From an optimization exercise on the open Yosys and OpenROAD flow, aimed at small area, a short achievable clock period and few clock cycles; shortcuts taken in it are not production practice. At most, simulation tests tie the RTL to the original design; equivalence was not proved. No functional check of the RTL was part of runs 1 to 5. Power figures rest on the tool's default switching activity, not on a simulated workload.

<file path="constraint.sdc">
create_clock -name core_clock -period 10.0 [get_ports {clk}]
set_input_delay 2.0000 -clock core_clock [delete_from_list [all_inputs] [get_ports {clk}]]
set_output_delay 2.0000 -clock core_clock [all_outputs]
set_load 0.01 [all_outputs]
</file>
<file path="standard.sh">
#!/bin/bash
# synth_recipe.tcl (not shown) runs the flow's synth.tcl, then flattens the netlist and writes it again
# the make line also repeats each setting of config.mk as NAME=value (left out here)
make -C /OpenROAD-flow-scripts/flow DESIGN_CONFIG=/design/flow/config.mk WORK_HOME=/design/flow/orfs CLKGATE_MAP_FILE= SYNTH_SCRIPT=/design/flow/synth_recipe.tcl "${@:-finish}"
</file>
<file path="design.v">
module chip #(
    parameter int IN_BYTES  = 7,
    parameter int OUT_BYTES = 6
)(
    input wire clk,
    input wire rst_n,
    input wire in_valid,
    output reg in_ready,
    input  wire [7:0] in_data,
    output reg out_valid,
    input wire out_ready,
    output reg [7:0] out_data
);
    function automatic [7:0] crc8_upd(input [7:0] c, input [7:0] b);
        reg [7:0] t;
        integer i;
        begin
            t = c ^ b;
            for (i = 0; i < 8; i = i + 1)
                t = t[7] ? ((t << 1) ^ 8'h07) : (t << 1);
            crc8_upd = t;
        end
    endfunction
    function automatic [3:0] lshift10(input [9:0] v);
        integer j;
        begin
            lshift10 = 4'd9;
            for (j = 0; j < 10; j = j + 1)
                if (v[j]) lshift10 = 4'd9 - j[3:0];
        end
    endfunction
    reg [2:0] icnt;      
    reg [7:0] din;       
    reg       acc_r;     
    reg [7:0] P;         
    reg       sg;        
    reg       dv;        
    reg       dfirst;    
    reg [9:0] S;         
    reg [7:0] Y;         
    reg [7:0] Z;         
    reg [7:0] crc_i;     
    reg       pok;       
    reg       full;      
    localparam [2:0] O_LOAD = 3'd0, O_B0 = 3'd1, O_B1 = 3'd2, O_B2 = 3'd3,
                     O_B3 = 3'd4, O_B4 = 3'd5, O_B5 = 3'd6, O_IDLE = 3'd7;
    reg [2:0] ost;
    reg       lat;       
    reg [3:0] m;         
    reg       ok;
    reg [7:0] crc_o;     
    wire accept = in_valid & in_ready;
    wire ovalid = (ost != O_LOAD) && (ost != O_IDLE);    
    wire fire   = ovalid & out_ready;
    wire k0   = (icnt == 3'd1);
    wire k1   = (icnt == 3'd2);
    wire k4   = (icnt == 3'd5);
    wire k5   = (icnt == 3'd6);
    wire k6   = (icnt == 3'd0);
    wire kodd = (icnt == 3'd2) || (icnt == 3'd4) || (icnt == 3'd6);
    wire       zpair = k5;
    wire [8:0] tsum  = {P[7], P} + {~din[7], ~din} + {8'd0, ~zpair};
    wire [8:0] dnew  = tsum ^ {9{zpair}};
    wire [9:0] s_base = dfirst ? 10'd0 : S;
    wire [9:0] s_new  = s_base + {2'b00, P ^ {8{sg}}} + {9'd0, sg};
    wire [7:0] crc_i_new = crc8_upd(k0 ? 8'h00 : crc_i, din);
    wire       proc6     = acc_r && k6;
    wire ost_end  = ost[2] & ost[1];                        
    wire latch_ok = full && !lat && ost_end;
    wire go       = (lat || latch_ok) && (ost == O_IDLE || (ost == O_B5 && out_ready));
    wire       use_z = ~ost[2] & ost[1];                    
    wire       hi    = ~ost[2] & ~ost[0];                   
    wire [7:0] v     = use_z ? Z : Y;
    wire [17:0] lres = {8'd0, v[7], v[7], v} << m;
    wire [7:0]  vbyte = ~ok ? 8'h00 : hi ? {{7{v[7]}}, lres[9]} : lres[8:1];
    wire [7:0]  crc_o_new = crc8_upd((ost == O_LOAD) ? 8'h00 : crc_o, vbyte);
    wire [2:0] icnt_inc = (icnt == 3'd6) ? 3'd0 : icnt + 3'd1;
    wire [2:0] icnt_n   = accept ? icnt_inc : icnt;
    wire       full_n   = (full & ~latch_ok) | proc6;
    wire       lat_n    = (lat | latch_ok) & ~go;
    wire [2:0] ost_n    = go ? O_LOAD : (ost == O_LOAD || fire) ? ost + 3'd1 : ost;
    wire on_byte  = (icnt == 3'd1) || (icnt == 3'd4) || (icnt == 3'd6);    
    wire pre_byte = (icnt == 3'd0) || (icnt == 3'd3) || (icnt == 3'd5);    
    wire t1 = (icnt == 3'd0) || (icnt == 3'd1);
    wire t4 = (icnt == 3'd3) || (icnt == 3'd4);
    wire       go0    = (lat || latch_ok) && (ost == O_IDLE);
    wire       go1    = (lat || latch_ok) && ost_end;
    wire       lat_n0 = (lat | latch_ok) & ~go0;
    wire       lat_n1 = (lat | latch_ok) & ~go1;
    wire [2:0] ost_n0 = go0 ? O_LOAD : (ost == O_LOAD) ? O_B0 : ost;
    wire [2:0] ost_n1 = go1 ? O_LOAD : (ost == O_LOAD || ovalid) ? ost + 3'd1 : ost;
    function automatic cond(input ty1, input ty4, input fl, input lt, input [2:0] os);
        if (ty1)      cond = ~fl | (~lt & os[2] & os[1]);    
        else if (ty4) cond = ~lt & (os[2] | os[1]);           
        else          cond = ~lt & os[2];                     
    endfunction
    wire c0 = cond(t1, t4, full_n, lat_n0, ost_n0);
    wire c1 = cond(t1, t4, full_n, lat_n1, ost_n1);
    wire c  = out_ready ? c1 : c0;
    wire ready_n = c | ~(on_byte | pre_byte) | (on_byte & accept) | (pre_byte & ~accept);
    always @(posedge clk) begin
        din <= in_data;
        if (!rst_n) begin
            icnt      <= 3'd0;
            acc_r     <= 1'b0;
            dv        <= 1'b0;
            full      <= 1'b0;
            lat       <= 1'b0;
            ost       <= O_IDLE;
            out_valid <= 1'b0;
            in_ready  <= 1'b1;
        end else begin
            icnt     <= icnt_n;
            acc_r    <= accept;
            full     <= full_n;
            lat      <= lat_n;
            ost      <= ost_n;
            in_ready <= ready_n;
            dv       <= acc_r & kodd;
            if (ost == O_LOAD) out_valid <= 1'b1;
            else if (fire && ost == O_B5) out_valid <= 1'b0;
        end
        if (acc_r) begin
            crc_i <= crc_i_new;
            if (k6) pok <= (crc_i_new == 8'h00);
            if (kodd) begin
                P      <= dnew[7:0];
                sg     <= dnew[8];
                dfirst <= k1;
            end else begin
                P      <= din;
            end
            if (k4) Y <= P;
            if (k6) Z <= P;
        end
        if (dv) S <= s_new;
        if (latch_ok) begin
            m  <= lshift10(S);
            ok <= pok;
        end
        if (ost == O_LOAD) begin
            out_data <= vbyte;
            crc_o    <= crc_o_new;
        end else if (fire) begin
            case (ost)
                O_B0, O_B1, O_B2: out_data <= vbyte;
                O_B3:             out_data <= crc_o;
                O_B4:             out_data <= ok ? 8'h01 : 8'h02;
                default:          ;
            endcase
            if (ost == O_B0 || ost == O_B1 || ost == O_B2) crc_o <= crc_o_new;
        end
    end
endmodule
</file>
<file path="flow/run.sh">
#!/bin/bash
# Standard ORFS layout (the standard.sh: unchanged synthesis, floorplan,
# power grid, placement, CTS and routing) with a tighter setup target for the
# timing repair steps, so that the resizer also shortens paths that already
# meet the 10 ns clock. The constraints (constraint.sdc) are not changed.
# make's full output goes to standard_make.log; each ORFS step keeps its own
# log under orfs/logs/.
set -euo pipefail
bash standard.sh SETUP_SLACK_MARGIN=7.0 "BUFFER_PORTS_ARGS=-buffer_cell sky130_fd_sc_hd__buf_1" "CTS_ARGS=-sink_clustering_enable -repair_clock_nets -dont_use_dummy_load -buf_list {sky130_fd_sc_hd__clkbuf_4 sky130_fd_sc_hd__clkbuf_8}" finish > standard_make.log 2>&1
</file>
<file path="config.mk">
export PLATFORM = sky130hd
export DESIGN_NAME = chip
export DESIGN_NICKNAME = chip
export VERILOG_FILES = /design/flow/design.v
export SDC_FILE = /design/flow/constraint.sdc
export NUM_CORES = 4
export LEC_CHECK = 0
export CAP_MARGIN = 20
export CORE_MARGIN = 2
export CORE_UTILIZATION = 65
export CTS_BUF_LIST = sky130_fd_sc_hd__clkbuf_4 sky130_fd_sc_hd__clkbuf_8
export PLACE_DENSITY = 0.75
export SLEW_MARGIN = 20
</file>
==> key figures, run 1 <==
Timing
  • Final hold violations: 0
  • # setup viols final: 0
  • Pins Over Slew Limit: 0
  • RSZ-0062 raised after global routing: true
  • Setup TNS: 0 ns
  • Minimum clock period: 2.90 ns
  • Relative slew slack: 41.6%
  • FMAX: 0.345 GHz
  • Clk_skew: 0.0219 ns
  • Period utilization: 29.0%
  • Worst Tran Pin Value: 0.875 ns

Place
  • Port buffer count: 21
  • Cells after DPL: 617
  • Area post-placement: 5490 µm²
  • Routability congestion estimate: 0.914
  • Post-DP HPWL: 7560 µm

Global routing
  • First-pass GRT wire length: 16700 µm
  • Vias in the first global route: 3465
  • Gr usage total: 24.3%
  • Largest net degree at the start of global routing: 21
  • Initial antenna violation count: 0
  • Final global-route overflow total: 0

Drt
  • Number of iterations in the first detailed-routing pass: 5
  • Vias: 3712
  • Initial drt markers: 233
  • DR DRC count: 0
  • Vias per cell: 5.88
  • DR WL/cell: 16.3 µm
  • Post-route ant nets: 0
  • WL final: 10300 µm

Critical path
  • Crit Path Max Fanout: 8
  • Reg2reg start: ost[1]
  • Cells on worst reg2reg path: 8
  • CP delay by family, top: compound AO/OA/AOI/OAI gates
  • Crit path DAT: 2.91 ns
  • WP buf/inv: 1
  • Worst path cell trace: buf_1 > nor2_1 > o21ai_2 > a21boi_4
  • FF-to-FF setup slack: 7.12 ns
  • Required @ worst endpoint: 10.01 ns
  • Worst path slowest cell: a21boi_4
  • Crit path largest cell delay: 0.38 ns
  • CP Launch Type: input port
  • WS Path Type: input port to register
  • Worst setup EP type: register
  • Worst reg2reg endpoint: crc_o[0]

Clocking
  • CTS max path bufs: 2
  • Clock Latency Late Sink: 0.36 ns
  • CTS tree: yes
  • Clk sink count: 86
  • H-tree depth: 3
  • CTS buffer count: 9
  • CTS Root Cell: clkbuf_8
  • Clock-pin slew on the worst setup and hold paths: 0.07 ns
  • # hold bufs at CTS: 0

Power and ir drop
  • Maximum vdd drop: 0.151 mV
  • Power per cell area: 205 nW/µm²
  • P_leak: 2.15 nW

Yosys
  • Adder-Cell Fraction of Synth Area: 6.09%
  • Yosys top cell area share: 36.8%
  • Synth Instances: 513
  • Yosys reg bits: 86
  • Count of cell types in the netlist: 61
  • Post-synth top flop: edfxtp_1
  • XOR/XNOR share of the synthesized area: 14.3%
  • Syn avg cell area: 10.5 µm²
  • Post-synthesis async set-or-reset flop share: 0%
  • Cell taking the most area after synthesis: edfxtp_1
  • Post-synthesis compound-gate area fraction: 11.5%
  • Top cells by area, synth: edfxtp_1, xnor2_1, dfxtp_1
  • Largest family of logic cells by synthesized area: XOR/XNOR gates
  • Yosys warns: 1
  • Simple-gate area share of the yosys netlist: 13.9%
  • Post-synthesis sequential area ratio: 44.2%
  • Multiplexer share of the synthesized area: 6.20%
  • Number of flops mapped to enable cells by yosys: 66
  • Synth Net Count: 550
  • Cell area after synthesis: 5380 µm²

Die
  • Core Box Area: 8130 µm²
  • Chip height: 95.0 µm
  • Die Wd: 95.0 µm
  • Die area: 9030 µm²
  • Number of I/O pins: 22
  • Starting Density: 66.2%
  • Num rows: 33

Final layout
  • Post-route insts no fill: 631
  • Design area: 5680 µm²
  • Share of cells above drive strength 1: 8.37%
  • Nets: 565
  • Area Growth Syn to Fin: 5.41%
  • Ant. Diodes: 0

Worst hold path
  • Hold Crit Class: register to register
  • Hold depth: 0
  • HP Start: pok
  • Hold Path Sink: ok

Run
  • Maximum capacitance violations: 0

Outcome
  • Status: no timing/DRC/antenna violations
[kinds of logic after synthesis]
family	count (synthesis)
xor+xnor	86
mux	22
simple gates	152
compound gates	97
fa+ha+maj	25
buf+inv	45
flops	86
[sequential cells by signal, indices dropped and copies added, names as in the netlist, 3 cells and up]
register / flops
Y: 8
m: 4
icnt: 3
crc_i: 8
crc_o: 8
ost: 3
din: 8
P: 8
S: 10
out_data: 8
Z: 8
[cells in the mapped netlist (all sizes together), types with 2 or more instances]
cell    number
edfxtp      66
xnor2       59
nand2       43
nor2        40
o21ai       30
xor2        27
a21oi       25
ha          23
inv         23
dfxtp       20
nor2b       18
clkbuf      16
mux2i       13
nand3       11
nor3        11
a21o         8
mux4         8
and3         6
buf          6
nand2b       6
o22ai        5
and2         4
a21boi       3
a22oi        3
a31oi        3
nor4         3
o21a         3
o21bai       3
fa           2
nand3b       2
o31ai        2
[worst reg2reg max path: cells and delay by family, from the launching register on]
| kind | cells | cell delay, ns |
|---|---|---|
| DFF | 1 | 0.51 |
| AOI/OAI and AO/OA | 2 | 0.40 |
| and+or+nand+nor | 1 | 0.42 |
| xor gates and xnor gates | 3 | 0.48 |
| muxes | 2 | 0.78 |
[layout make-up]
type / instances / area, µm²
multi-input combinational: 383 / 2840
fill: 625 / 2460
sequential: 86 / 2390
tap: 105 / 131
clock buffer: 9 / 124
timing repair buffer: 25 / 109
inverter: 23 / 86.3
[layer usage]
layer  track usage [%]  up-vias  wire length [µm]
met5                 0        -                 0
met4              8.70        0               166
met3              3.72       13               449
met2              41.4       92              5120
met1              31.8     1758              4560
li1                  -     1849                 -
[per-stage QoR]
stage	hold WS (ns)	util, %	setup WS, ns	total power, mW
floorplan	0.400	-	7.05	0.893
global placement	0.416	67.5	6.71	0.947
detailed placement	0.405	67.5	6.61	0.960
CTS	0.431	69.5	7.09	1.16
global route	0.443	69.8	6.97	1.24
finish	0.430	69.8	7.10	1.17
[timing repair]
item	CTS	global route
setup endpoints to repair	24	5
buffers inserted	3	1
resized for setup	4	5
pin swaps	1	0
gates cloned	1	0
[cells in the final DEF (no fill, tap or decap), drive strengths merged, types with 2 or more instances in the layout]
master / instances
xnor2: 59
nand2: 43
clkbuf: 9
a21boi: 3
o21ai: 30
dfxtp: 20
nand3b: 2
nor2: 40
ha: 23
fa: 2
o22ai: 5
a22oi: 3
and2: 4
xor2: 27
mux2i: 13
and3: 6
inv: 23
a31oi: 3
mux4: 8
nor2b: 19
a21oi: 25
o31ai: 2
edfxtp: 66
nor3: 11
buf: 25
nor4: 3
nand3: 11
o21bai: 3
o21a: 3
a21o: 8
nand2b: 6
[how the worst max path moves through the flow]
| stage | start | end | cells past startpoint |
|---|---|---|---|
| floorplan | out_ready | crc_o[0] | 3 |
| global placement | out_ready | out_data[2] | 4 |
| detailed placement | out_ready | crc_o[4] | 4 |
| CTS | P[0] | sg | 11 |
| global route | ost[1] | crc_o[0] | 8 |
| finish | out_ready | out_data[2] | 4 |
[where the power goes]
group          leakage [nW]  internal, mW  switching (mW)
sequential            0.773         0.459          0.0503
clock                0.0647        0.0808           0.112
combinational          1.31         0.214           0.249
total                  2.15         0.754           0.412
==> run 2: changes to the inputs <==
--- a/config.mk
+++ b/config.mk
@@ -9,5 +9,5 @@
 export CORE_MARGIN = 2
-export CORE_UTILIZATION = 65
+export CORE_UTILIZATION = 55
 export CTS_BUF_LIST = sky130_fd_sc_hd__clkbuf_4 sky130_fd_sc_hd__clkbuf_8
-export PLACE_DENSITY = 0.75
+export PLACE_DENSITY = 0.65
 export SLEW_MARGIN = 20
==> run 2 against run 1 <==
  * Still clean on timing, DRC and antenna
  * Worst setup slack improved by 0.030 ns
  * Global-route usage decreased by 3.3 points
  * Non-clock buffer count unchanged
  * Clock power about the same
  * Sequential share of layout area decreased by 0.15 points
  * Sequential cell count unchanged
  * Via count decreased by 0.92%
  * Combinational power about the same
  * Design area increased by 0.46%
  * Maximum frequency increased by 1.0%
  * Critical path type is now register to output pin
  * Critical endpoint is now in_ready
  * Highest routed layer unchanged
==> key figures, run 2 <==
Global routing
  • Gr usage total: 21.0%
  • Largest net degree at the start of global routing: 20
  • Vias in the first global route: 3569
  • Initial antenna violation count: 0
  • Final global-route overflow total: 0
  • First-pass GRT wire length: 17100 µm

Yosys
  • Synth Instances: 513
  • Synth top cells by count: edfxtp_1, xnor2_1, nand2_1, nor2_1, o21ai_0
  • Post-synthesis sequential area ratio: 44.2%
  • Synth Net Count: 550
  • Syn avg cell area: 10.5 µm²
  • Yosys warns: 1
  • Number of flops mapped to enable cells by yosys: 66
  • Cell area after synthesis: 5380 µm²
  • Post-synth top flop: edfxtp_1
  • Yosys reg bits: 86
  • Yosys top cell area share: 36.8%
  • Cell taking the most area after synthesis: edfxtp_1
  • Count of cell types in the netlist: 61
  • Top cells by area, synth: edfxtp_1, xnor2_1, dfxtp_1
  • Most frequent cell after synthesis: edfxtp_1
  • Post-synthesis async set-or-reset flop share: 0%

Drt
  • Post-route ant nets: 0
  • Number of iterations in the first detailed-routing pass: 5
  • DR WL/cell: 15.6 µm
  • Initial drt markers: 175
  • WL final: 10200 µm
  • Vias per cell: 5.59
  • Vias: 3678
  • DR DRC count: 0

Power and ir drop
  • Maximum vdd drop: 0.144 mV
  • P_leak: 2.14 nW
  • Pwr Total: 1.16 mW
  • Power per cell area: 203 nW/µm²

Timing
  • Setup TNS: 0 ns
  • # setup viols final: 0
  • Pins Over Slew Limit: 0
  • Final hold violations: 0
  • Period utilization: 28.7%
  • Relative slew slack: 42.1%
  • Hold WS: 0.417 ns
  • Worst Tran Pin Value: 0.867 ns
  • Clk_skew: 0.0194 ns
  • FMAX: 0.348 GHz
  • RSZ-0062 raised after global routing: false
  • Fin worst setup slack: 7.13 ns
  • Minimum clock period: 2.87 ns

Critical path
  • Crit path largest cell delay: 0.36 ns
  • Worst path slowest cell: dfxtp_1
  • Crit Path Max Fanout: 4
  • Worst setup EP type: output pin
  • Required @ worst endpoint: 8.00 ns
  • CP Launch Type: register
  • Worst path cell trace: buf_1
  • WP buf/inv: 1
  • WS Path Type: register to output pin
  • CP delay by family, top: flip-flops
  • Crit path DAT: 0.87 ns

Worst hold path
  • Hold Crit Class: register to register

Die
  • Number of I/O pins: 22
  • Core Box Area: 9640 µm²
  • Chip height: 103 µm
  • Starting Density: 55.9%
  • Die area: 10600 µm²
  • Num rows: 36
  • Die Wd: 103 µm

Outcome
  • Status: no timing/DRC/antenna violations

Clocking
  • # hold bufs at CTS: 0
  • CTS tree: yes
  • Clock Latency Late Sink: 0.36 ns
  • Clk sink count: 86
  • Clock-pin slew on the worst setup and hold paths: 0.08 ns
  • CTS buffer count: 9
  • H-tree depth: 3
  • CTS max path bufs: 2
  • CTS Root Cell: clkbuf_8

Final layout
  • Max reg flops: 10
  • Commonest cells after routing, fill and taps aside: edfxtp_1, xnor2_1, nand2_1
  • Ant. Diodes: 0
  • Area Growth Syn to Fin: 5.90%
  • Nets: 564
  • Share of cells above drive strength 1: 7.81%
  • Fill count: 851
  • Post-route insts no fill: 658
  • Commonest non-fill, non-tap cell in the layout: edfxtp_1
  • Biggest register: S

Place
  • Post-DP HPWL: 7630 µm
  • Port buffer count: 21
  • Routability congestion estimate: 0.838
  • DP Worst Slack: 6.61 ns
  • Cells after DPL: 645

Run
  • Maximum capacitance violations: 0
run 2: cell counts after synthesis:
Identical to the previous run, type by type.
run 2: where the power goes:
| part | switching, mW | internal, mW | leakage (nW) | total [mW] |
|---|---|---|---|---|
| Combinational | 0.245 | 0.215 | 1.30 | 0.460 |
| Clock | 0.110 | 0.0806 | 0.0647 | 0.191 |
| Sequential | 0.0483 | 0.459 | 0.773 | 0.508 |
run 2: area by class of cell:
class	instances	area (µm²)	share of cell area [%]
clock buffers	9	124	2.17
inverters	23	86.3	1.51
multi-input cells	382	2810	49.4
repair buffers	25	121	2.13
well taps	133	166	2.92
flip-flops and latches	86	2390	41.9
run 2: metrics by stage:
stage,cell area [µm²],utilization (%)
after global routing,5700,59.2
after global placement,5520,57.3
final,5700,59.2
after floorplan,5400,-
after detailed placement,5520,57.3
after CTS,5680,59.0
run 2: per-layer routing:
layer | part of all wire (%) | wire length, µm | vias to the layer above | track usage, %
met3 | 3.6 | 372 | 13 | 3.93
li1 | - | - | 1834 | -
met1 | 46 | 4670 | 1765 | 27.9
met2 | 49 | 5030 | 66 | 34.3
met4 | 1.7 | 172 | 0 | 8.30
met5 | 0 | 0 | - | 0
run 2: final timing paths:
check                              start        to  cells after the start  slack [ns]
worst max-delay path            in_ready  in_ready                      1        7.13
worst min-delay path                 pok        ok                      0        0.42
worst min register to register       pok        ok                      0        0.42
worst max register to register      P[0]        sg                     11        7.16
run 2: repair_timing:
item | CTS | global route
buffers inserted | 3 | 1
pin swaps | 1 | 0
endpoints found under the setup margin | 10 | 25
gates resized for setup | 1 | 6
run 2: cells by family (layout without fill, tap and decap cells):
family / Yosys count / in the layout / synth area share (%)
buf+inv: 45 / 57 / 3.79
simple gates: 152 / 152 / 13.9
compound gates: 97 / 97 / 11.5
flops: 86 / 86 / 44.2
fa+ha+maj: 25 / 25 / 6.09
xor+xnor: 86 / 86 / 14.3
mux: 22 / 22 / 6.20
==> run 3: changes to the inputs <==
--- a/design.v
+++ b/design.v
@@ -49,3 +49,2 @@
     reg [3:0] m;         
-    reg       ok;
     reg [7:0] crc_o;     
@@ -73,4 +72,5 @@
     wire [7:0] v     = use_z ? Z : Y;
-    wire [17:0] lres = {8'd0, v[7], v[7], v} << m;
-    wire [7:0]  vbyte = ~ok ? 8'h00 : hi ? {{7{v[7]}}, lres[9]} : lres[8:1];
+    wire        ok    = ~(m[3] & (m[2] | m[1]));
+    wire [17:0] lres  = {8'd0, v[7], v[7], v} << m;
+    wire [7:0]  vbyte = hi ? {{7{v[7] & ok}}, lres[9]} : lres[8:1];
     wire [7:0]  crc_o_new = crc8_upd((ost == O_LOAD) ? 8'h00 : crc_o, vbyte);
@@ -137,4 +137,3 @@
         if (latch_ok) begin
-            m  <= lshift10(S);
-            ok <= pok;
+            m  <= pok ? lshift10(S) : 4'd15;
         end
--- a/config.mk
+++ b/config.mk
@@ -9,5 +9,4 @@
 export CORE_MARGIN = 2
-export CORE_UTILIZATION = 55
+export CORE_UTILIZATION = 65
 export CTS_BUF_LIST = sky130_fd_sc_hd__clkbuf_4 sky130_fd_sc_hd__clkbuf_8
-export PLACE_DENSITY = 0.65
 export SLEW_MARGIN = 20
==> run 3 against run 2 <==
  * Via count up 2.6%
  * Combinational power up 4.6%
  * Synthesized cell count down 0.19%
  * Sequential cell count down 1
  * Sequential share of layout area down 0.70 points
  * First-iteration DRC count up 37%
  * Die area down 15%
  * Hold slack better by 0.10 ns
  * Critical path depth up 3
  * Clock skew up 0.0077 ns
  * Maximum frequency down 1.9%
  * Sequential power down 0.8%
  * Critical path type is now input port to register
  * Critical endpoint is now out_data[5]
==> key figures, run 3 <==
Outcome
  • Status: no timing/DRC/antenna violations

Clocking
  • Clk sink count: 85
  • Clock-pin slew on the worst setup and hold paths: 0.07 ns
  • H-tree depth: 3
  • CTS buffer count: 9
  • CTS max path bufs: 2
  • CTS tree: yes
  • CTS Root Cell: clkbuf_8
  • # hold bufs at CTS: 0
  • Clock Latency Late Sink: 0.37 ns

Drt
  • WL final: 10700 µm
  • Vias per cell: 5.92
  • Post-route ant nets: 0
  • Number of iterations in the first detailed-routing pass: 4
  • Initial drt markers: 239
  • DR WL/cell: 16.7 µm
  • DR DRC count: 0
  • Vias: 3774

Timing
  • Setup TNS: 0 ns
  • Period utilization: 29.3%
  • Worst Tran Pin Value: 0.871 ns
  • Relative slew slack: 41.9%
  • Minimum clock period: 2.93 ns
  • RSZ-0062 raised after global routing: true
  • FMAX: 0.341 GHz
  • Hold WS: 0.521 ns
  • # setup viols final: 0
  • Final hold violations: 0
  • Clk_skew: 0.0271 ns
  • Pins Over Slew Limit: 0

Yosys
  • XOR/XNOR share of the synthesized area: 13.3%
  • Yosys warns: 1
  • Top cells by area, synth: edfxtp_1, xnor2_1, dfxtp_1
  • Yosys top cell area share: 36.2%
  • Yosys reg bits: 85
  • Synth Instances: 512
  • Post-synth top flop: edfxtp_1
  • Synth top cells by count: edfxtp_1, xnor2_1, nand2_1, nor2_1, a21oi_1
  • Multiplexer share of the synthesized area: 6.76%
  • Cell taking the most area after synthesis: edfxtp_1
  • Number of flops mapped to enable cells by yosys: 65
  • Count of cell types in the netlist: 65
  • Simple-gate area share of the yosys netlist: 13.7%
  • Synth Net Count: 549
  • Post-synthesis compound-gate area fraction: 12.5%
  • Post-synthesis async set-or-reset flop share: 0%
  • Largest family of logic cells by synthesized area: simple AND/OR/NAND/NOR gates
  • Cell area after synthesis: 5390 µm²
  • Syn avg cell area: 10.5 µm²
  • Adder-Cell Fraction of Synth Area: 6.09%
  • Post-synthesis sequential area ratio: 43.7%
  • Most frequent cell after synthesis: edfxtp_1

Power and ir drop
  • P_leak: 2.20 nW
  • Maximum vdd drop: 0.134 mV
  • Power per cell area: 206 nW/µm²

Die
  • Core Box Area: 8130 µm²
  • Die Wd: 95.0 µm
  • Chip height: 95.0 µm
  • Starting Density: 66.2%
  • Num rows: 33
  • Number of I/O pins: 22
  • Die area: 9030 µm²

Final layout
  • Commonest non-fill, non-tap cell in the layout: edfxtp_1
  • Post-route insts no fill: 638
  • Max reg flops: 10
  • Area Growth Syn to Fin: 6.29%
  • Share of cells above drive strength 1: 9.38%
  • Biggest register: S
  • Commonest cells after routing, fill and taps aside: edfxtp_1, xnor2_1, nand2_1
  • Final Core Density: 70.4%
  • Ant. Diodes: 0
  • Nets: 572

Place
  • Routability congestion estimate: 0.932
  • Port buffer count: 21
  • Post-DP HPWL: 7780 µm
  • Cells after DPL: 617

Global routing
  • First-pass GRT wire length: 17200 µm
  • Gr usage total: 25.0%
  • Largest net degree at the start of global routing: 21
  • Final global-route overflow total: 0
  • Initial antenna violation count: 0
  • Vias in the first global route: 3528

Critical path
  • Cells on worst reg2reg path: 7
  • Crit Path Max Fanout: 8
  • CP Launch Type: input port
  • Required @ worst endpoint: 10.03 ns
  • Crit path DAT: 2.95 ns
  • WS Path Type: input port to register
  • Worst setup EP type: register

Worst hold path
  • Hold Crit Class: register to register
  • Hold depth: 1

Run
  • Maximum capacitance violations: 0
==> run 3: cell count changes after synthesis, moves of 3 or more <==
cell     before  now
mux4_2        8    4
mux4_1        0    5
nand2_1      43   52
a21oi_1      25   34
xnor2_1      57   54
nor3_1       10    7
nand3_1      11    7
==> run 3: per-stage QoR <==
stage,cell area [µm²],setup WS (ns),power (mW)
after detailed placement,5480,6.58,0.969
after global routing,5730,6.99,1.26
after global placement,5480,6.63,0.956
final,5730,7.07,1.18
after floorplan,5400,7.00,0.901
after CTS,5640,7.02,1.17
==> run 3: per-layer routing <==
metal | up-vias | track usage, % | routed length [µm]
met5 | - | 0 | 0
met1 | 1813 | 33.7 | 4890
met4 | 0 | 8.70 | 185
met3 | 14 | 4.27 | 376
met2 | 82 | 41.1 | 5210
li1 | 1865 | - | -
==> run 3: layout make-up <==
cell class | count | area [µm²]
clock buffer | 9 | 124
fill | 622 | 2410
inverter | 23 | 86.3
multi-input combinational | 383 | 2840
sequential | 85 | 2360
tap | 105 | 131
timing repair buffer | 33 | 181
==> run 3: worst paths after layout <==
kind,startpoint,endpoint,slack (ns)
hold / removal,in_ready,acc_r,0.52
setup / recovery,out_ready,out_data[5],7.07
hold reg to reg,in_ready,acc_r,0.52
setup reg to reg,ost[2],crc_o[0],7.12
==> run 3: kinds of logic (layout without fill, tap and decap cells) <==
kind of cell / Yosys count / count (layout)
mux: 22 / 22
simple gates: 151 / 151
buf+inv: 44 / 65
flops: 85 / 85
xor+xnor: 80 / 80
fa+ha+maj: 25 / 25
compound gates: 105 / 105
==> run 3: worst max-delay path: stages <==
cell and delay, ns:
buf_1 0.19, inv_1 0.10, o22ai_2 0.28, a21boi_4 0.38
==> run 3: repair_timing <==
| action | CTS | global route |
|---|---|---|
| setup buffers | 2 | 10 |
| cloned | 0 | 0 |
| endpoints found under the hold margin | 0 | 0 |
| resized for setup | 4 | 6 |
| pin swaps | 1 | 0 |
| endpoints found under the setup margin | 26 | 7 |
==> run 3: power by group <==
group	total, mW	internal (mW)	leakage [nW]	switching (mW)
combinational	0.481	0.223	1.38	0.259
clock	0.192	0.0807	0.0647	0.112
sequential	0.504	0.457	0.762	0.0468
total	1.18	0.761	2.20	0.417
==> run 4: changes to the inputs <==
--- a/design.v
+++ b/design.v
@@ -23,8 +23,8 @@
     endfunction
-    function automatic [3:0] lshift10(input [9:0] v);
+    function automatic [3:0] msb10(input [9:0] v);
         integer j;
         begin
-            lshift10 = 4'd9;
+            msb10 = 0;
             for (j = 0; j < 10; j = j + 1)
-                if (v[j]) lshift10 = 4'd9 - j[3:0];
+                if (v[j]) msb10 = j[3:0];
         end
@@ -48,3 +48,4 @@
     reg       lat;       
-    reg [3:0] m;         
+    reg [3:0] sh;
+    reg       ok;
     reg [7:0] crc_o;     
@@ -72,5 +73,6 @@
     wire [7:0] v     = use_z ? Z : Y;
-    wire        ok    = ~(m[3] & (m[2] | m[1]));
-    wire [17:0] lres  = {8'd0, v[7], v[7], v} << m;
-    wire [7:0]  vbyte = hi ? {{7{v[7] & ok}}, lres[9]} : lres[8:1];
+    wire [16:0] lsrc = {v[7], v, 8'h00};
+    wire [16:0] lres = lsrc >> sh;
+    wire        hbit = (sh[3] | (sh[2:0] == 3'd7)) ? v[7] : v[sh[2:0]];
+    wire [7:0]  vbyte = ~ok ? 8'h00 : hi ? {{7{v[7]}}, hbit} : lres[7:0];
     wire [7:0]  crc_o_new = crc8_upd((ost == O_LOAD) ? 8'h00 : crc_o, vbyte);
@@ -85,16 +87,9 @@
     wire t4 = (icnt == 3'd3) || (icnt == 3'd4);
-    wire       go0    = (lat || latch_ok) && (ost == O_IDLE);
-    wire       go1    = (lat || latch_ok) && ost_end;
-    wire       lat_n0 = (lat | latch_ok) & ~go0;
-    wire       lat_n1 = (lat | latch_ok) & ~go1;
-    wire [2:0] ost_n0 = go0 ? O_LOAD : (ost == O_LOAD) ? O_B0 : ost;
-    wire [2:0] ost_n1 = go1 ? O_LOAD : (ost == O_LOAD || ovalid) ? ost + 3'd1 : ost;
-    function automatic cond(input ty1, input ty4, input fl, input lt, input [2:0] os);
-        if (ty1)      cond = ~fl | (~lt & os[2] & os[1]);    
-        else if (ty4) cond = ~lt & (os[2] | os[1]);           
-        else          cond = ~lt & os[2];                     
-    endfunction
-    wire c0 = cond(t1, t4, full_n, lat_n0, ost_n0);
-    wire c1 = cond(t1, t4, full_n, lat_n1, ost_n1);
-    wire c  = out_ready ? c1 : c0;
+    wire       lt  = lat | latch_ok;
+    wire [2:0] os0 = (ost == O_LOAD) ? O_B0 : ost;
+    wire [2:0] os1 = (ost == O_LOAD || ovalid) ? ost + 3'd1 : ost;
+    wire [2:0] os  = out_ready ? os1 : os0;
+    wire c = t1 ? (~full_n | (~lt & os[2] & os[1])) :    
+             t4 ? (~lt & (os[2] | os[1])) :              
+                  (~lt & os[2]);                         
     wire ready_n = c | ~(on_byte | pre_byte) | (on_byte & accept) | (pre_byte & ~accept);
@@ -137,3 +132,4 @@
         if (latch_ok) begin
-            m  <= pok ? lshift10(S) : 4'd15;
+            sh <= msb10(S);
+            ok <= pok;
         end
--- a/config.mk
+++ b/config.mk
@@ -11,2 +11,3 @@
 export CTS_BUF_LIST = sky130_fd_sc_hd__clkbuf_4 sky130_fd_sc_hd__clkbuf_8
+export PLACE_DENSITY = 0.75
 export SLEW_MARGIN = 20
==> run 4 against run 3 <==
  * Utilization grew 0.65 points
  * Non-clock buffer count shrank 1
  * Clock skew is 0.0015 ns lower
  * Synthesized cell count grew 0.39%
  * Power down 3.0%
  * Wire length fell by 2.5%
  * Global-route usage down 0.11 points
  * Maximum frequency up 1.3%
  * Sequential cell count is 1 higher
  * Still clean on timing, DRC and antenna
  * Highest routed layer unchanged
  * Sequential share of layout area shrank 0.16 points
  * Hold slack lost 0.087 ns
==> key figures, run 4 <==
Outcome
  • Status: no timing/DRC/antenna violations

Yosys
  • Top cells by area, synth: edfxtp_1, xnor2_1, dfxtp_1
  • Post-synthesis sequential area ratio: 43.6%
  • Number of flops mapped to enable cells by yosys: 66
  • Yosys warns: 1
  • Count of cell types in the netlist: 60
  • Synth Net Count: 551
  • Yosys reg bits: 86
  • Post-synthesis async set-or-reset flop share: 0%
  • Synth top cells by count: edfxtp_1, xnor2_1, nand2_1, xor2_1, nor2_1
  • Syn avg cell area: 10.6 µm²
  • Synth Instances: 514
  • Most frequent cell after synthesis: edfxtp_1
  • Cell taking the most area after synthesis: edfxtp_1
  • Post-synth top flop: edfxtp_1
  • Cell area after synthesis: 5460 µm²
  • Yosys top cell area share: 36.3%

Timing
  • # setup viols final: 0
  • Relative slew slack: 41.7%
  • Setup TNS: 0 ns
  • Minimum clock period: 2.89 ns
  • Pins Over Slew Limit: 0
  • FMAX: 0.346 GHz
  • Clk_skew: 0.0257 ns
  • Worst Tran Pin Value: 0.873 ns
  • RSZ-0062 raised after global routing: false
  • Final hold violations: 0
  • Period utilization: 28.9%

Global routing
  • Vias in the first global route: 3692
  • Gr usage total: 24.9%
  • Largest net degree at the start of global routing: 18
  • Final global-route overflow total: 0
  • First-pass GRT wire length: 17200 µm
  • Initial antenna violation count: 0

Final layout
  • Reg area: 2380 µm²
  • Share of cells above drive strength 1: 12.0%
  • Biggest register: S
  • Commonest cells after routing, fill and taps aside: edfxtp_1, xnor2_1, nand2_1
  • Multi-input logic area: 2920 µm²
  • Nets: 572
  • Commonest non-fill, non-tap cell in the layout: edfxtp_1
  • Final Core Density: 71.0%
  • Fill count: 633
  • Area Growth Syn to Fin: 6.32%
  • Max reg flops: 10
  • Ant. Diodes: 0

Clocking
  • CTS tree: yes
  • Clock-pin slew on the worst setup and hold paths: 0.09 ns
  • CTS Root Cell: clkbuf_8
  • H-tree depth: 3
  • Clock Latency Late Sink: 0.36 ns
  • CTS max path bufs: 2
  • CTS buffer count: 9
  • Clk sink count: 86

Critical path
  • WP buf/inv: 1
  • Crit path largest cell delay: 0.36 ns
  • CP Launch Point: in_ready
  • Crit Path Max Fanout: 4
  • Required @ worst endpoint: 8.00 ns
  • Worst setup EP type: output pin
  • CP delay by family, top: flip-flops
  • Crit path DAT: 0.89 ns
  • CP Launch Type: register
  • Worst path cell trace: buf_1
  • Reg2reg start: icnt[1]
  • Worst path slowest cell: dfxtp_1
  • WS Path Type: register to output pin

Worst hold path
  • Hold Crit Class: register to register
  • HP Start: pok

Drt
  • Post-route ant nets: 0
  • DR WL/cell: 16.3 µm
  • Vias: 3697
  • WL final: 10400 µm
  • Number of iterations in the first detailed-routing pass: 4
  • DR DRC count: 0
  • Initial drt markers: 138
  • M1 WL: 4600 µm
  • Max Used Layer: met4
  • Met3 WL: 320 µm
  • Vias per cell: 5.79
  • Metal2 WL: 5340 µm

Die
  • Core Box Area: 8180 µm²
  • Die area: 9150 µm²
  • Number of I/O pins: 22
  • Num rows: 33
  • Chip height: 95.7 µm
  • Die Wd: 95.7 µm
  • Starting Density: 66.8%

Power and ir drop
  • P_leak: 2.22 nW
  • Pwr Total: 1.14 mW
  • Power per cell area: 197 nW/µm²
  • Maximum vdd drop: 0.161 mV

Place
  • Routability congestion estimate: 0.820
  • Post-DP HPWL: 7680 µm
  • Port buffer count: 21

Run
  • Maximum capacitance violations: 0
## run 4: changes by cell type after synthesis, sizes merged, moves of 6 or more
cell / delta
nand2: -9
xor2: +8
a21oi: -14
mux2: +18
nor2: -8
and2: +6
## run 4: metal layers
metal,up-vias,GRT usage [%]
li1,1842,-
met5,-,0
met4,0,10.2
met2,63,43.2
met3,12,4.35
met1,1780,30.6
## run 4: cell families (layout without fill, tap and decap cells)
group	Yosys count	after routing	synth area share [%]
mux	35	35	8.04
flops	86	86	43.6
compound gates	97	97	11.6
fa+ha+maj	25	25	6.00
buf+inv	46	65	3.66
simple gates	139	139	12.7
xor+xnor	86	86	14.3
## run 4: repair_timing
item	4_1_cts	5_1_grt
buffers inserted	5	5
endpoints found under the setup margin	17	18
hold buffers	0	0
pin swaps	1	1
resized for setup	1	3
## run 4: path summary, 6_finish.rpt
path	to	slack [ns]	cells past startpoint
worst min register to register	ok	0.43	0
worst max-delay path	in_ready	7.11	1
worst min-delay path	ok	0.43	0
worst max register to register	sg	7.19	10
## run 4: metrics by stage
stage          setup WS [ns]  instance area [µm²]  hold WS (ns)  instances
4_1_cts                 7.03                 5760         0.435        633
2_1_floorplan           7.01                 5470         0.400        514
3_5_place_dp            6.60                 5590         0.416        619
3_3_place_gp            6.65                 5590         0.406        619
5_1_grt                 7.02                 5810         0.455        638
6_report                7.11                 5810         0.434        638
## run 4: layout make-up
cell class	count	area share (%)
timing repair buffer	32	2.78
inverter	24	1.55
clock buffer	9	2.13
multi-input combinational	382	50.2
sequential	86	41.1
tap	105	2.26
## run 4: where the power goes
group,internal [mW],leakage [nW],switching [mW]
clock,0.0807,0.0647,0.109
combinational,0.211,1.38,0.235
sequential,0.460,0.771,0.0472
total,0.752,2.22,0.391
==> run 5: changes to the inputs <==
--- a/design.v
+++ b/design.v
@@ -44,3 +44,3 @@
     reg       full;      
-    localparam [2:0] O_LOAD = 3'd0, O_B0 = 3'd1, O_B1 = 3'd2, O_B2 = 3'd3,
+    localparam [2:0] O_B0 = 3'd1, O_B1 = 3'd2, O_B2 = 3'd3,
                      O_B3 = 3'd4, O_B4 = 3'd5, O_B5 = 3'd6, O_IDLE = 3'd7;
@@ -52,3 +52,3 @@
     wire accept = in_valid & in_ready;
-    wire ovalid = (ost != O_LOAD) && (ost != O_IDLE);    
+    wire ovalid = (ost != O_IDLE);                       
     wire fire   = ovalid & out_ready;
@@ -70,10 +70,13 @@
     wire go       = (lat || latch_ok) && (ost == O_IDLE || (ost == O_B5 && out_ready));
-    wire       use_z = ~ost[2] & ost[1];                    
-    wire       hi    = ~ost[2] & ~ost[0];                   
+    wire sel0     = ost_end & ~lat;                         
+    wire       use_z = (ost == O_B1) || (ost == O_B2);      
+    wire       hi    = ost_end || (ost == O_B1);            
     wire [7:0] v     = use_z ? Z : Y;
+    wire [3:0] sh_h  = sel0 ? msb10(S) : sh;
+    wire       ok_h  = sel0 ? pok : ok;
     wire [16:0] lsrc = {v[7], v, 8'h00};
     wire [16:0] lres = lsrc >> sh;
-    wire        hbit = (sh[3] | (sh[2:0] == 3'd7)) ? v[7] : v[sh[2:0]];
-    wire [7:0]  vbyte = ~ok ? 8'h00 : hi ? {{7{v[7]}}, hbit} : lres[7:0];
-    wire [7:0]  crc_o_new = crc8_upd((ost == O_LOAD) ? 8'h00 : crc_o, vbyte);
+    wire        hbit = (sh_h[3] | (sh_h[2:0] == 3'd7)) ? v[7] : v[sh_h[2:0]];
+    wire [7:0]  vbyte = hi ? (ok_h ? {{7{v[7]}}, hbit} : 8'h00) : (ok ? lres[7:0] : 8'h00);
+    wire [7:0]  crc_o_new = crc8_upd(ost_end ? 8'h00 : crc_o, vbyte);
     wire [2:0] icnt_inc = (icnt == 3'd6) ? 3'd0 : icnt + 3'd1;
@@ -82,3 +85,3 @@
     wire       lat_n    = (lat | latch_ok) & ~go;
-    wire [2:0] ost_n    = go ? O_LOAD : (ost == O_LOAD || fire) ? ost + 3'd1 : ost;
+    wire [2:0] ost_n    = go ? O_B0 : fire ? ost + 3'd1 : ost;
     wire on_byte  = (icnt == 3'd1) || (icnt == 3'd4) || (icnt == 3'd6);    
@@ -87,9 +90,6 @@
     wire t4 = (icnt == 3'd3) || (icnt == 3'd4);
-    wire       lt  = lat | latch_ok;
-    wire [2:0] os0 = (ost == O_LOAD) ? O_B0 : ost;
-    wire [2:0] os1 = (ost == O_LOAD || ovalid) ? ost + 3'd1 : ost;
-    wire [2:0] os  = out_ready ? os1 : os0;
-    wire c = t1 ? (~full_n | (~lt & os[2] & os[1])) :    
-             t4 ? (~lt & (os[2] | os[1])) :              
-                  (~lt & os[2]);                         
+    wire done_in = ~full & ~proc6;
+    wire c = t1 ? (done_in | (~lat & ost_end)) :
+             t4 ? (done_in & ~lat & (ost != O_B0)) :     
+                  (done_in & ~lat & ost[2]);              
     wire ready_n = c | ~(on_byte | pre_byte) | (on_byte & accept) | (pre_byte & ~accept);
@@ -114,3 +114,3 @@
             dv       <= acc_r & kodd;
-            if (ost == O_LOAD) out_valid <= 1'b1;
+            if (go) out_valid <= 1'b1;
             else if (fire && ost == O_B5) out_valid <= 1'b0;
@@ -135,3 +135,3 @@
         end
-        if (ost == O_LOAD) begin
+        if (go) begin
             out_data <= vbyte;
==> run 5 against run 4 <==
  * Combinational power is 58% higher
  * Critical endpoint is now out_data[2]
  * Utilization is 2.5 points higher
  * Maximum frequency is 1.8% lower
  * Largest power group is now combinational cells
==> key figures, run 5 <==
Outcome
  • Status: no timing/DRC/antenna violations

Clocking
  • CTS Root Cell: clkbuf_8
  • Clock Latency Late Sink: 0.35 ns
  • Clock-pin slew on the worst setup and hold paths: 0.08 ns
  • CTS buffer count: 9
  • CTS max path bufs: 2
  • Clk sink count: 86
  • H-tree depth: 3
  • CTS tree: yes

Timing
  • Worst Tran Pin Value: 0.799 ns
  • Clk_skew: 0.0186 ns
  • Pins Over Slew Limit: 0
  • Minimum clock period: 2.95 ns
  • Period utilization: 29.5%
  • Setup TNS: 0 ns
  • Final hold violations: 0
  • FMAX: 0.339 GHz
  • RSZ-0062 raised after global routing: true
  • Relative slew slack: 46.7%
  • # setup viols final: 0

Drt
  • Initial drt markers: 299
  • WL final: 11800 µm
  • Vias: 4066
  • Number of iterations in the first detailed-routing pass: 5
  • DR DRC count: 0
  • Vias per cell: 6.03
  • DR WL/cell: 17.6 µm
  • Post-route ant nets: 0

Power and ir drop
  • Power per cell area: 237 nW/µm²
  • Maximum vdd drop: 0.145 mV
  • Pwr Total: 1.43 mW
  • P_leak: 2.29 nW

Yosys
  • Top cells by area, synth: edfxtp_1, dfxtp_1, xnor2_1
  • Cell taking the most area after synthesis: edfxtp_1
  • Syn avg cell area: 10.2 µm²
  • Post-synth top flop: edfxtp_1
  • Cell area after synthesis: 5520 µm²
  • Most frequent cell after synthesis: edfxtp_1
  • Synth Net Count: 580
  • Count of cell types in the netlist: 64
  • Post-synthesis sequential area ratio: 43.1%
  • Yosys top cell area share: 35.9%
  • Synth top cells by count: edfxtp_1, nand2_1, xnor2_1, nor2_1, xor2_1
  • Post-synthesis async set-or-reset flop share: 0%
  • Yosys reg bits: 86
  • Synth Instances: 543
  • Number of flops mapped to enable cells by yosys: 66
  • Yosys warns: 1

Final layout
  • Commonest non-fill, non-tap cell in the layout: edfxtp_1
  • Commonest cells after routing, fill and taps aside: edfxtp_1, nand2_1, xnor2_1
  • Share of cells above drive strength 1: 12.5%
  • Ant. Diodes: 0
  • Post-route insts no fill: 674
  • Area Growth Syn to Fin: 9.45%
  • Max reg flops: 10
  • Nets: 608
  • Biggest register: S

Critical path
  • WP buf/inv: 1
  • WS Path Type: input port to register
  • Worst path cell trace: buf_1 > nor2b_2 > a21oi_1 > a41oi_4
  • Reg2reg start: ost[1]
  • CP delay by family, top: compound AO/OA/AOI/OAI gates
  • Required @ worst endpoint: 10.00 ns
  • Crit path DAT: 2.94 ns
  • Crit path largest cell delay: 0.41 ns
  • CP Launch Type: input port
  • Crit Path Max Fanout: 8
  • Worst path slowest cell: a41oi_4
  • Cells on worst reg2reg path: 9
  • Worst reg2reg endpoint: crc_o[3]
  • FF-to-FF setup slack: 7.05 ns
  • Worst setup EP type: register

Global routing
  • First-pass GRT wire length: 18800 µm
  • Vias in the first global route: 3899
  • Gr usage total: 26.8%
  • Initial antenna violation count: 0
  • Final global-route overflow total: 0
  • Largest net degree at the start of global routing: 19

Place
  • Post-DP HPWL: 8580 µm
  • Cells after DPL: 645
  • Port buffer count: 21
  • Routability congestion estimate: 0.963

Die
  • Die Wd: 96.2 µm
  • Number of I/O pins: 22
  • Die area: 9250 µm²
  • Starting Density: 67.2%
  • Core Box Area: 8220 µm²
  • Num rows: 33
  • Chip height: 96.2 µm

Worst hold path
  • Hold Path Sink: ok
  • Hold Crit Class: register to register
  • HP Start: pok
  • Hold depth: 0

Run
  • Maximum capacitance violations: 0
## run 5: worst max path at each step
stage                    from     endpoint  slack [ns]  depth (start not counted)
global placement       ost[1]     crc_o[2]        6.65                          9
CTS                    ost[1]     crc_o[3]        6.92                         10
detailed placement     ost[1]     crc_o[3]        6.54                          9
floorplan           out_ready  out_data[5]        6.87                          5
finish              out_ready  out_data[2]        7.05                          4
global route           ost[1]     crc_o[3]        6.94                          9
## run 5: where the power goes
group | switching, mW | leakage (nW) | internal (mW)
Clock | 0.110 | 0.0647 | 0.0808
Combinational | 0.377 | 1.45 | 0.329
Sequential | 0.0485 | 0.773 | 0.485
## run 5: layer usage
layer	global-route usage (%)	routed length, µm	up-vias
met3	3.21	507	24
met5	0	0	-
li1	-	-	1985
met1	35.9	5110	1930
met4	9.64	253	0
met2	45.0	5970	127
## run 5: cell type report
cell class	instances	area, µm²
Clock buffer	9	124
Fill cell	598	2170
Inverter	28	105
Multi-Input combinational cell	405	3040
Sequential cell	86	2390
Tap cell	105	131
Timing Repair Buffer	41	254
## run 5: cell families after synthesis
group / synth area share [%]
buf+inv: 4.05
fa+ha+maj: 5.93
xor+xnor: 13.9
simple gates: 14.5
mux: 5.30
flops: 43.1
compound gates: 13.2
## run 5: what timing repair did
item,CTS,global route
hold buffers,0,0
pin swaps,4,5
resized for setup,5,14
setup buffers,7,13
cloned,0,0
endpoints found under the setup margin,19,21
## run 5: per-stage QoR
| step | setup slack, ns | hold WS [ns] | util (%) | cell area [µm²] |
|---|---|---|---|---|
| 3_3_place_gp | 6.65 | 0.439 | 68.9 | 5660 |
| 5_1_grt | 6.94 | 0.473 | 73.6 | 6050 |
| 3_5_place_dp | 6.54 | 0.459 | 69.0 | 5670 |
| 2_1_floorplan | 6.87 | 0.426 | - | 5570 |
| 4_1_cts | 6.92 | 0.468 | 71.6 | 5880 |
| 6_report | 7.05 | 0.462 | 73.6 | 6050 |
==> run 6: changes to the inputs <==
--- a/design.v
+++ b/design.v
@@ -44,3 +44,3 @@
     reg       full;      
-    localparam [2:0] O_B0 = 3'd1, O_B1 = 3'd2, O_B2 = 3'd3,
+    localparam [2:0] O_LOAD = 3'd0, O_B0 = 3'd1, O_B1 = 3'd2, O_B2 = 3'd3,
                      O_B3 = 3'd4, O_B4 = 3'd5, O_B5 = 3'd6, O_IDLE = 3'd7;
@@ -52,3 +52,3 @@
     wire accept = in_valid & in_ready;
-    wire ovalid = (ost != O_IDLE);                       
+    wire ovalid = (ost != O_LOAD) && (ost != O_IDLE);    
     wire fire   = ovalid & out_ready;
@@ -70,13 +70,10 @@
     wire go       = (lat || latch_ok) && (ost == O_IDLE || (ost == O_B5 && out_ready));
-    wire sel0     = ost_end & ~lat;                         
-    wire       use_z = (ost == O_B1) || (ost == O_B2);      
-    wire       hi    = ost_end || (ost == O_B1);            
+    wire       use_z = ~ost[2] & ost[1];                    
+    wire       hi    = ~ost[2] & ~ost[0];                   
     wire [7:0] v     = use_z ? Z : Y;
-    wire [3:0] sh_h  = sel0 ? msb10(S) : sh;
-    wire       ok_h  = sel0 ? pok : ok;
     wire [16:0] lsrc = {v[7], v, 8'h00};
     wire [16:0] lres = lsrc >> sh;
-    wire        hbit = (sh_h[3] | (sh_h[2:0] == 3'd7)) ? v[7] : v[sh_h[2:0]];
-    wire [7:0]  vbyte = hi ? (ok_h ? {{7{v[7]}}, hbit} : 8'h00) : (ok ? lres[7:0] : 8'h00);
-    wire [7:0]  crc_o_new = crc8_upd(ost_end ? 8'h00 : crc_o, vbyte);
+    wire        hbit = (sh[3] | (sh[2:0] == 3'd7)) ? v[7] : v[sh[2:0]];
+    wire [7:0]  vbyte = ~ok ? 8'h00 : hi ? {{7{v[7]}}, hbit} : lres[7:0];
+    wire [7:0]  crc_o_new = crc8_upd((ost == O_LOAD) ? 8'h00 : crc_o, vbyte);
     wire [2:0] icnt_inc = (icnt == 3'd6) ? 3'd0 : icnt + 3'd1;
@@ -85,3 +82,3 @@
     wire       lat_n    = (lat | latch_ok) & ~go;
-    wire [2:0] ost_n    = go ? O_B0 : fire ? ost + 3'd1 : ost;
+    wire [2:0] ost_n    = go ? O_LOAD : (ost == O_LOAD || fire) ? ost + 3'd1 : ost;
     wire on_byte  = (icnt == 3'd1) || (icnt == 3'd4) || (icnt == 3'd6);    
@@ -90,6 +87,16 @@
     wire t4 = (icnt == 3'd3) || (icnt == 3'd4);
-    wire done_in = ~full & ~proc6;
-    wire c = t1 ? (done_in | (~lat & ost_end)) :
-             t4 ? (done_in & ~lat & (ost != O_B0)) :     
-                  (done_in & ~lat & ost[2]);              
+    wire       go0    = (lat || latch_ok) && (ost == O_IDLE);
+    wire       go1    = (lat || latch_ok) && ost_end;
+    wire       lat_n0 = (lat | latch_ok) & ~go0;
+    wire       lat_n1 = (lat | latch_ok) & ~go1;
+    wire [2:0] ost_n0 = go0 ? O_LOAD : (ost == O_LOAD) ? O_B0 : ost;
+    wire [2:0] ost_n1 = go1 ? O_LOAD : (ost == O_LOAD || ovalid) ? ost + 3'd1 : ost;
+    function automatic cond(input ty1, input ty4, input fl, input lt, input [2:0] os);
+        if (ty1)      cond = ~fl | (~lt & os[2] & os[1]);    
+        else if (ty4) cond = ~lt & (os[2] | os[1]);           
+        else          cond = ~lt & os[2];                     
+    endfunction
+    wire c0 = cond(t1, t4, full_n, lat_n0, ost_n0);
+    wire c1 = cond(t1, t4, full_n, lat_n1, ost_n1);
+    wire c  = out_ready ? c1 : c0;
     wire ready_n = c | ~(on_byte | pre_byte) | (on_byte & accept) | (pre_byte & ~accept);
@@ -114,3 +121,3 @@
             dv       <= acc_r & kodd;
-            if (go) out_valid <= 1'b1;
+            if (ost == O_LOAD) out_valid <= 1'b1;
             else if (fire && ost == O_B5) out_valid <= 1'b0;
@@ -135,3 +142,3 @@
         end
-        if (go) begin
+        if (ost == O_LOAD) begin
             out_data <= vbyte;
==> flow/run.sh (replaced) <==
#!/bin/bash
# Layout flow: the standard layout (standard.sh, which runs ORFS with the
# unchanged standard synthesis, floorplan, power grid and tap cells, placement,
# CTS and routing at the design's clock and constraints) with three changes to
# how the layout is made:
#   - the timing-repair steps aim at 7.0 ns of setup slack instead of 0, so the
#     resizer also shortens paths that already meet the 10 ns clock (the
#     constraints in constraint.sdc are not changed);
#   - the buffer that ORFS puts on every input and output port starts as
#     buf_1, which the resizer sizes up where timing needs it;
#   - clock tree synthesis uses clkbuf_4/clkbuf_8 and adds no dummy loads.
# make's full output goes to standard_make.log; each ORFS step keeps its own
# log under orfs/logs/.
set -euo pipefail
bash standard.sh \
    SETUP_SLACK_MARGIN=7.0 \
    "BUFFER_PORTS_ARGS=-buffer_cell sky130_fd_sc_hd__buf_1" \
    "CTS_ARGS=-sink_clustering_enable -repair_clock_nets -dont_use_dummy_load -buf_list {sky130_fd_sc_hd__clkbuf_4 sky130_fd_sc_hd__clkbuf_8}" \
    finish > standard_make.log 2>&1
==> run 6 against run 5 <==
  * Critical endpoint is now in_ready
  * Die area decreased by 2.6%
  * Still clean
  * Non-clock buffer count down 15
  * Via count decreased by 6.2%
==> key figures, run 6 <==
Critical path
  • Worst setup EP type: output pin
  • WS Path Type: register to output pin
  • Crit path DAT: 0.87 ns
  • Cells on worst reg2reg path: 8
  • Crit path largest cell delay: 0.36 ns
  • WP buf/inv: 1
  • Worst path slowest cell: dfxtp_1
  • Worst path cell trace: buf_1
  • Reg2reg start: ost[2]
  • CP delay by family, top: flip-flops
  • Required @ worst endpoint: 8.00 ns
  • CP Launch Point: in_ready
  • Levels on crit path: 1
  • Crit Path Max Fanout: 4
  • CP Launch Type: register

Global routing
  • Gr usage total: 24.4%
  • Vias in the first global route: 3600
  • Largest net degree at the start of global routing: 20
  • Final global-route overflow total: 0
  • First-pass GRT wire length: 17000 µm
  • Initial antenna violation count: 0

Drt
  • DR DRC count: 0
  • WL final: 10300 µm
  • Initial drt markers: 237
  • Vias per cell: 5.91
  • Post-route ant nets: 0
  • Vias: 3812
  • Number of iterations in the first detailed-routing pass: 5
  • DR WL/cell: 16.0 µm

Yosys
  • Yosys warns: 1
  • Syn avg cell area: 10.2 µm²
  • Synth top cells by count: edfxtp_1, nand2_1, xnor2_1, o21ai_0, nor2_1
  • Yosys reg bits: 86
  • Number of flops mapped to enable cells by yosys: 66
  • Cell area after synthesis: 5370 µm²
  • Top cells by area, synth: edfxtp_1, xnor2_1, dfxtp_1
  • Cell taking the most area after synthesis: edfxtp_1
  • Most frequent cell after synthesis: edfxtp_1
  • Post-synth top flop: edfxtp_1
  • Post-synthesis async set-or-reset flop share: 0%
  • Synth Net Count: 565
  • Synth Instances: 528
  • Post-synthesis sequential area ratio: 44.3%
  • Count of cell types in the netlist: 64
  • Yosys top cell area share: 36.9%

Clocking
  • Clk sink count: 86
  • CTS max path bufs: 2
  • CTS Root Cell: clkbuf_8
  • Clock-pin slew on the worst setup and hold paths: 0.08 ns
  • CTS tree: yes
  • # hold bufs at CTS: 0
  • H-tree depth: 3
  • Clock Latency Late Sink: 0.35 ns
  • CTS buffer count: 9

Power and ir drop
  • Net Sw Frac: 35.9%
  • Clk pwr share: 16.1%
  • Combinational Power Share: 40.8%
  • Maximum vdd drop: 0.142 mV
  • P_leak: 2.24 nW
  • Power per cell area: 207 nW/µm²
  • Internal power: 0.754 mW
  • Part of the power in registers: 43.1%
  • Psw: 0.421 mW

Place
  • Port buffer count: 21
  • Cells after DPL: 631
  • Routability congestion estimate: 0.908
  • Area post-placement: 5480 µm²
  • Post-DP HPWL: 7620 µm

Final layout
  • Commonest cells after routing, fill and taps aside: edfxtp_1, nand2_1, xnor2_1
  • Nets: 579
  • Ant. Diodes: 0
  • Post-route insts no fill: 645
  • Design area: 5670 µm²
  • Commonest non-fill, non-tap cell in the layout: edfxtp_1
  • Share of cells above drive strength 1: 6.67%
  • Max reg flops: 10
  • Fill count: 662
  • Area Growth Syn to Fin: 5.61%
  • Biggest register: S

Die
  • Die Wd: 94.9 µm
  • Die area: 9010 µm²
  • Chip height: 94.9 µm
  • Core Box Area: 8090 µm²
  • Starting Density: 66.4%
  • Num rows: 33
  • Number of I/O pins: 22

Timing
  • Pins Over Slew Limit: 0
  • Worst Tran Pin Value: 0.891 ns
  • RSZ-0062 raised after global routing: false
  • Hold WS: 0.410 ns
  • Relative slew slack: 40.5%
  • Setup TNS: 0 ns
  • Minimum clock period: 2.87 ns
  • Period utilization: 28.7%
  • Clk_skew: 0.0199 ns
  • Final hold violations: 0
  • # setup viols final: 0
  • FMAX: 0.348 GHz

Worst hold path
  • HP Start: pok
  • Hold Crit Class: register to register
  • Hold depth: 0

Run
  • Maximum capacitance violations: 0

Outcome
  • Status: no timing/DRC/antenna violations
## run 6: cell count changes after synthesis, sizes merged, moves of 6 or more
cell | previous run | this run
nand2 | 49 | 62
mux2i | 9 | 20
nor2 | 41 | 33
xor2 | 36 | 28
o21ai | 30 | 37
nor3 | 10 | 4
## run 6: area by class of cell
type                    instances  area, µm²  share of cell area (%)
repair buffers                 26        129                    2.27
well taps                     105        131                    2.32
multi-input cells             393       2810                    49.5
clock buffers                   9        124                    2.18
inverters                      26       97.6                    1.72
flip-flops and latches         86       2380                    42.0
## run 6: worst paths after layout
path	endpoint	slack (ns)
worst min-delay path	ok	0.41
worst min register to register	ok	0.41
worst max register to register	crc_o[2]	7.18
worst max-delay path	in_ready	7.13
## run 6: cell families after synthesis
| logic type | Yosys count | synth area share [%] |
|---|---|---|
| fa+ha+maj | 25 | 6.10 |
| compound gates | 109 | 12.8 |
| simple gates | 154 | 13.5 |
| flops | 86 | 44.3 |
| mux | 29 | 6.66 |
| xor+xnor | 76 | 12.5 |
| buf+inv | 49 | 4.03 |
## run 6: routing by layer
layer / track usage, % / routed length [µm]
met1: 32.8 / 4690
met5: 0 / 0
met2: 40.4 / 5040
met4: 7.85 / 198
met3: 4.15 / 369
## run 6: through the flow
stage | utilization [%] | total power [mW] | setup WS, ns
floorplan | - | 0.899 | 7.07
global placement | 67.7 | 0.968 | 6.84
detailed placement | 67.7 | 0.981 | 6.80
CTS | 69.9 | 1.18 | 7.08
global route | 70.1 | 1.25 | 7.02
finish | 70.1 | 1.18 | 7.13
## run 6: power groups by stage
stage / combinational (mW) / sequential (mW) / clock [mW]
final: 0.479 / 0.507 / 0.189
after global routing: 0.535 / 0.514 / 0.205
after CTS: 0.475 / 0.506 / 0.194
after detailed placement: 0.464 / 0.517 / 0
after global placement: 0.453 / 0.515 / 0
after floorplan: 0.405 / 0.494 / 0
## run 6: what timing repair did
item	4_1_cts	5_1_grt
resized for setup	1	4
setup buffers	5	0
pin swaps	1	0
setup endpoints to repair	9	5
Testbench counts of run 6, summed over its fixed seeds: cycles 2,760.
==> run 7: changes to the inputs <==
--- a/config.mk
+++ b/config.mk
@@ -9,5 +9,5 @@
 export CORE_MARGIN = 2
-export CORE_UTILIZATION = 65
+export CORE_UTILIZATION = 55
 export CTS_BUF_LIST = sky130_fd_sc_hd__clkbuf_4 sky130_fd_sc_hd__clkbuf_8
-export PLACE_DENSITY = 0.75
+export PLACE_DENSITY = 0.65
 export SLEW_MARGIN = 20
==> run 7 against run 6 <==
  * Still clean on timing, DRC and antenna
  * Design area rose by 0.62%
  * Cell count rose by 4.3%
  * Wire length rose by 0.91%
  * Critical path depth did not move
  * Global-route usage fell by 3.0 points
  * Area after synthesis did not move
  * Die area rose by 17%
  * Critical endpoint unchanged
==> key figures, run 7 <==
Outcome
  • Status: no timing/DRC/antenna violations

Final layout
  • Commonest cells after routing, fill and taps aside: edfxtp_1, nand2_1, xnor2_1
  • Max reg flops: 10
  • Commonest non-fill, non-tap cell in the layout: edfxtp_1
  • Final Core Density: 59.2%
  • Ant. Diodes: 0
  • Share of cells above drive strength 1: 6.67%
  • Biggest register: S
  • Nets: 579
  • Area Growth Syn to Fin: 6.26%

Critical path
  • FF-to-FF setup slack: 7.20 ns
  • Crit Path Max Fanout: 4
  • Required @ worst endpoint: 8.00 ns
  • Crit path largest cell delay: 0.35 ns
  • Worst path cell trace: buf_1
  • Cells on worst reg2reg path: 10
  • Worst setup EP type: output pin
  • Reg2reg start: P[0]
  • WP buf/inv: 1
  • Worst reg2reg endpoint: sg
  • Worst path slowest cell: dfxtp_1
  • Levels on crit path: 1
  • Critical path endpoint: in_ready
  • Crit path DAT: 0.87 ns
  • CP delay by family, top: flip-flops
  • CP Launch Point: in_ready
  • CP Launch Type: register
  • WS Path Type: register to output pin

Yosys
  • XOR/XNOR share of the synthesized area: 12.5%
  • Synth top cells by count: edfxtp_1, nand2_1, xnor2_1, o21ai_0, nor2_1
  • Post-synth top flop: edfxtp_1
  • Cell area after synthesis: 5370 µm²
  • Count of cell types in the netlist: 64
  • Number of flops mapped to enable cells by yosys: 66
  • Cell taking the most area after synthesis: edfxtp_1
  • Yosys top cell area share: 36.9%
  • Adder-Cell Fraction of Synth Area: 6.10%
  • Largest family of logic cells by synthesized area: simple AND/OR/NAND/NOR gates
  • Yosys warns: 1
  • Most frequent cell after synthesis: edfxtp_1
  • Simple-gate area share of the yosys netlist: 13.5%
  • Top cells by area, synth: edfxtp_1, xnor2_1, dfxtp_1
  • Yosys reg bits: 86
  • Synth Instances: 528
  • Post-synthesis sequential area ratio: 44.3%
  • Post-synthesis compound-gate area fraction: 12.8%
  • Post-synthesis async set-or-reset flop share: 0%
  • Syn avg cell area: 10.2 µm²
  • Synth Net Count: 565
  • Multiplexer share of the synthesized area: 6.66%

Global routing
  • Largest net degree at the start of global routing: 20
  • Initial antenna violation count: 0
  • First-pass GRT wire length: 17200 µm
  • Vias in the first global route: 3497
  • Gr usage total: 21.4%
  • Final global-route overflow total: 0

Power and ir drop
  • Part of the power in registers: 43.1%
  • Combinational Power Share: 40.8%
  • Internal power: 0.755 mW
  • Psw: 0.423 mW
  • Maximum vdd drop: 0.136 mV
  • Net Sw Frac: 35.9%
  • Power per cell area: 206 nW/µm²
  • P_leak: 2.24 nW
  • Clk pwr share: 16.2%
  • Pwr Total: 1.18 mW

Timing
  • FMAX: 0.348 GHz
  • RSZ-0062 raised after global routing: false
  • Relative slew slack: 44.3%
  • Fin worst setup slack: 7.13 ns
  • Final hold violations: 0
  • Setup TNS: 0 ns
  • Pins Over Slew Limit: 0
  • # setup viols final: 0
  • Worst Tran Pin Value: 0.835 ns
  • Period utilization: 28.7%
  • Minimum clock period: 2.87 ns
  • Clk_skew: 0.0162 ns

Place
  • Post-DP HPWL: 7760 µm
  • DP Worst Slack: 6.77 ns
  • Port buffer count: 21
  • Routability congestion estimate: 0.801

Die
  • Num rows: 36
  • Die area: 10600 µm²
  • Number of I/O pins: 22
  • Die Wd: 103 µm
  • Core Box Area: 9640 µm²
  • Starting Density: 55.7%
  • Chip height: 103 µm

Drt
  • Vias per cell: 5.55
  • Post-route ant nets: 0
  • DR WL/cell: 15.5 µm
  • Number of iterations in the first detailed-routing pass: 5
  • DR DRC count: 0
  • WL final: 10400 µm
  • Initial drt markers: 203
  • Vias: 3732

Clocking
  • CTS tree: yes
  • CTS Root Cell: clkbuf_8
  • H-tree depth: 3
  • CTS max path bufs: 2
  • Clock Latency Late Sink: 0.37 ns
  • CTS buffer count: 9
  • Clock-pin slew on the worst setup and hold paths: 0.08 ns
  • Clk sink count: 86
  • # hold bufs at CTS: 0

Worst hold path
  • Hold Crit Class: register to register
  • HP Start: pok

Run
  • Maximum capacitance violations: 0
run 7: kinds of logic after synthesis:
group,Yosys count
compound gates,109
xor+xnor,76
fa+ha+maj,25
buf+inv,49
flops,86
mux,29
simple gates,154
run 7: how the worst min path moves through the flow:
stage                     endpoint  slack [ns]  cells after the start
after floorplan                 ok        0.40                      0
after global placement          ok        0.41                      0
after detailed placement        ok        0.41                      0
after CTS                       ok        0.43                      0
after global routing            ok        0.43                      0
final                           ok        0.42                      0
run 7: power groups by stage:
| stage | logic, mW | clock network (mW) | registers [mW] |
|---|---|---|---|
| after floorplan | 0.405 | 0 | 0.494 |
| after global placement | 0.460 | 0 | 0.516 |
| after detailed placement | 0.466 | 0 | 0.517 |
| after CTS | 0.477 | 0.195 | 0.507 |
| after global routing | 0.540 | 0.206 | 0.514 |
| final | 0.480 | 0.191 | 0.507 |
run 7: layout make-up:
type | instances | area (µm²)
well taps | 133 | 166
flip-flops and latches | 86 | 2380
clock buffers | 9 | 124
fillers | 860 | 3930
inverters | 26 | 97.6
repair buffers | 26 | 129
multi-input cells | 393 | 2810
run 7: per-stage QoR:
step / area (µm²) / hold slack (ns) / cells
3_3_place_gp: 5520 / 0.406 / 659
3_5_place_dp: 5520 / 0.405 / 659
6_report: 5710 / 0.423 / 673
2_1_floorplan: 5390 / 0.400 / 528
5_1_grt: 5710 / 0.435 / 673
4_1_cts: 5690 / 0.425 / 673
run 7: metal layers:
metal | GRT usage [%] | part of all wire, %
met1 | 29.3 | 47
met2 | 34.7 | 48
met3 | 2.92 | 2.7
met4 | 8.70 | 2.2
met5 | 0 | 0
run 7: repair_timing:
action,in CTS,in global routing
buffers inserted,5,0
setup endpoints to repair,5,10
endpoints found under the hold margin,0,0
pin swaps,1,0
gates resized for setup,0,4

Re-timed with assumed drivers on the ports (clkbuf_16 on the clock, buf_2 on other inputs), run 7 has 7.093 ns of setup slack against 7.127 ns with ideal ports, and 6.787 ns once port delays also move by the mid clock arrival of 0.395 ns.
